Background: an optimization exercise with open tools, aiming at small area. Do not read the settings as production practice.
Where RTL was checked, it was by simulation tests only, not by an equivalence proof against the original.

// mem_iso_top
module mem_iso_top
(
    input wire [4:0]                        axi_s_awid,
    input wire [32:0]                       axi_s_awaddr,
    input wire [7:0]                        axi_s_awlen,
    input wire [2:0]                        axi_s_awsize,
    input wire [1:0]                        axi_s_awburst,
    input wire                              axi_s_awvalid,
    output wire                             axi_s_awready,
    input wire [127:0]                      axi_s_wdata,
    input wire [15:0]                       axi_s_wstrb,
    input wire                              axi_s_wlast,
    input wire                              axi_s_wvalid,
    output wire                             axi_s_wready,
    output wire [4:0]                       axi_s_bid,
    output wire [1:0]                       axi_s_bresp,
    output wire                             axi_s_bvalid,
    input wire                              axi_s_bready,
    input wire [4:0]                        axi_s_arid,
    input wire [32:0]                       axi_s_araddr,
    input wire [7:0]                        axi_s_arlen,
    input wire [2:0]                        axi_s_arsize,
    input wire [1:0]                        axi_s_arburst,
    input wire                              axi_s_arvalid,
    output wire                             axi_s_arready,
    output wire [4:0]                       axi_s_rid,
    output wire [127:0]                     axi_s_rdata,
    output wire [1:0]                       axi_s_rresp,
    output wire                             axi_s_rlast,
    output wire                             axi_s_rvalid,
    input wire                              axi_s_rready,
    output wire [4:0]                       axi_m_awid,
    output wire [32:0]                      axi_m_awaddr,
    output wire [7:0]                       axi_m_awlen,
    output wire [2:0]                       axi_m_awsize,
    output wire [1:0]                       axi_m_awburst,
    output wire                             axi_m_awuser,
    output wire                             axi_m_awvalid,
    input wire                              axi_m_awready,
    output wire [127:0]                     axi_m_wdata,
  ...
export LEC_CHECK = 0
export CAP_MARGIN = 20
export CORE_MARGIN = 2
export CORE_UTILIZATION = 60
export SLEW_MARGIN = 20
create_clock -name core_clock -period 5.5 [get_ports {aclk}]
standard.sh (not shown) runs the stock make flow with config.mk's settings and CLKGATE_MAP_FILE= SYNTH_SCRIPT=/design/flow/synth_recipe.tcl, a recipe that flattens the netlist after the stock synthesis.
==> flow/flow/run.sh <==
#!/bin/bash
# The standard layout (standard.sh) with these changes:
#  - synthesis: area-oriented ABC script (flow/area.abc, via flow/synth.tcl) and no hard
#    half/full-adder cells (ADDER_MAP_FILE empty), so ABC maps the adders too
#  - every port still gets a buffer, but a sky130_fd_sc_hd__buf_1
#  - CTS: clkbuf_16 leaf buffers driving clusters of up to 28 sinks within 135 um,
#    without dummy loads
# make's full output goes to standard.log; ORFS keeps each step's log under orfs/logs.
set -euo pipefail
W=$PWD
export AREA_ABC_SCRIPT=$W/flow/area.abc
export ADDER_MAP_FILE=
export BUFFER_PORTS_ARGS="-buffer_cell sky130_fd_sc_hd__buf_1"
export CTS_ARGS="-sink_clustering_enable -repair_clock_nets -dont_use_dummy_load -buf_list sky130_fd_sc_hd__clkbuf_16 -sink_clustering_size 28 -sink_clustering_max_diameter 135"
sed "s#SYNTH_SCRIPT=[^ ']*#SYNTH_SCRIPT=$W/flow/synth.tcl#" standard.sh > standard_area.sh
grep -q "SYNTH_SCRIPT=$W/flow/synth.tcl" standard_area.sh
bash standard_area.sh > standard.log 2>&1
==> flow/flow/area.abc <==
strash
ifraig
scorr
dc2
strash
dch -f
map -a
topo
strash
dch -f
amap
topo
==> flow/flow/synth.tcl <==
# The standard flow's synthesis script (synth_recipe.tcl) with one change: ABC maps the logic with
# the area-oriented script in $::env(AREA_ABC_SCRIPT) instead of ORFS's delay-driven one.
# Registers are mapped before ABC runs, so they are the standard synthesis's registers.
proc synth {args} { yosys synth -nofsm -noshare {*}$args }
proc abc {args} {
  set keep {}
  set skip 0
  foreach a $args {
    if {$skip} { set skip 0; continue }
    if {$a eq "-script" || $a eq "-D"} { set skip 1; continue }
    lappend keep $a
  }
  yosys abc -script $::env(AREA_ABC_SCRIPT) {*}$keep
}
source $::env(SCRIPTS_DIR)/synth.tcl
# left out here: clear keep_hierarchy, flatten, clean up, hide names made inside functions, write 1_2_yosys.v
Rerun with:
--- a/flow/design.v
+++ b/flow/design.v
@@ -123,20 +123,19 @@
     reg [3:0]   outst_trans;
     reg [23:0]  aw_tok;
     reg [23:0]  ar_tok;
     reg [3:0]   fifo_wp, fifo_rp;
     wire        fifo_empty = (fifo_wp == fifo_rp);
     wire        fifo_full = (fifo_wp[2:0] == fifo_rp[2:0]) && (fifo_wp[3] != fifo_rp[3]);
     wire        aw_throttled = {1'b0, aw_tok[23:12]} <= {5'd0, vaw_len} + {12'd0, aw_tok[11:8] != 4'hF};
     wire        aw_dec = outst_trans[3] | aw_throttled;
     wire        w_dec = (outst_trans == 4'd0);
-    wire [12:0] ar_d = {1'b0, ar_tok[23:12]} - {5'd0, var_len} - 13'd1;
-    wire        ar_throttled = ar_d[12];
+    wire        ar_throttled = ar_tok[23:12] <= {4'd0, var_len};
     wire sh_awvalid = vaw_valid & ~aw_dec;
     wire sh_awready = saw_f ? 1'b0 : ~aw_dec;
     wire sh_wvalid  = vw_valid & ~w_dec;
     wire sh_wready  = ~sw_f & ~w_dec;
     wire sh_arvalid = var_valid & ~ar_throttled;
     wire sh_arready = ~sar_f & ~ar_throttled;
     reg         sticky_aw, sticky_ar;
     reg [3:0]   outst_wresp, outst_rresp;
     wire dany = decouple | irq;
@@ -346,20 +345,21 @@
     wire aw_gt_init = {aw_tok[23:8], |aw_tok[7:0]} > {aw_init, 1'b0};
     always @(posedge aclk) begin
         if (rst) aw_tok <= 24'd0;
         else if (~saw_f & aw_gt_init & ~vaw_valid & w_dec) aw_tok <= {aw_init, 8'd0};
         else if (aw_next[24]) aw_tok <= 24'hFFFFFF;
         else aw_tok <= aw_next[23:0];
     end
     wire ar_acc_s = var_valid & ~sar_f & ~ar_throttled;
     wire [12:0] ar_lo = {1'b0, ar_tok[11:0]} + {1'b0, ar_sum[11:0]};
+    wire [12:0] ar_k1 = {12'd0, ar_sum[12]} - {5'b0, var_len} - 13'd1;
     wire [12:0] ar_hi0 = {1'b0, ar_tok[23:12]} + {12'd0, ar_sum[12]} + {12'd0, ar_lo[12]};
-    wire [12:0] ar_hi1 = ar_d + {12'd0, ar_sum[12]} + {12'd0, ar_lo[12]};
+    wire [12:0] ar_hi1 = {1'b0, ar_tok[23:12]} + ar_k1 + {12'd0, ar_lo[12]};
     wire [12:0] ar_hi = ar_acc_s ? ar_hi1 : ar_hi0;
     wire [24:0] ar_next = {ar_hi, ar_lo[11:0]};
     wire ar_gt_init = {ar_tok[23:8], |ar_tok[7:0]} > {ar_init, 1'b0};
     always @(posedge aclk) begin
         if (rst) ar_tok <= 24'd0;
         else if (~sar_f & ar_gt_init & ~var_valid) ar_tok <= {ar_init, 8'd0};
         else if (ar_next[24]) ar_tok <= 24'hFFFFFF;
         else ar_tok <= ar_next[23:0];
     end
The new run finished clean. Fmax came out lower by 3.4%. Hold slack got worse by 0.015 ns. Core utilization went down by 0.17 points. Setup slack is worse by 0.18 ns. Via count rose by about 1.1%. Routed wire length goes down by 0.31%. Cell count is about the same. Register-to-register slack loses 0.19 ns.
The RTL of the first run of this note was laid out without a check of its function.

separate check: timing with driven ports:
In the flow no input, the clock included, has a driving cell. The finished layouts below were timed again as built, in two steps. Step 1 (the two cells are an assumption about what drives the block):
set clk [get_ports {aclk}]
set_driving_cell -lib_cell sky130_fd_sc_hd__clkbuf_16 $clk
set_driving_cell -lib_cell sky130_fd_sc_hd__buf_2 [delete_from_list [all_inputs] $clk]
Step 2 moves the port delays by t, midway between the first and last clock arrival at a register: inputs arrive t later, outputs are due t later. That takes back most of the time a late clock gives input paths. Three values: no drivers, after step 1, after step 2; two values: the first two.
| run | t (ns) | setup slack, ns | hold WS [ns] |
|---|---|---|---|
| the first run | 0.701 | 0.259 / 0.192 / 0.396 | 0.413 / 0.413 / 0.413 |
| the second run | 0.679 | 0.077 / 0.020 / 0.210 | 0.398 / 0.398 / 0.398 |
After both steps every run listed still meets setup and hold.
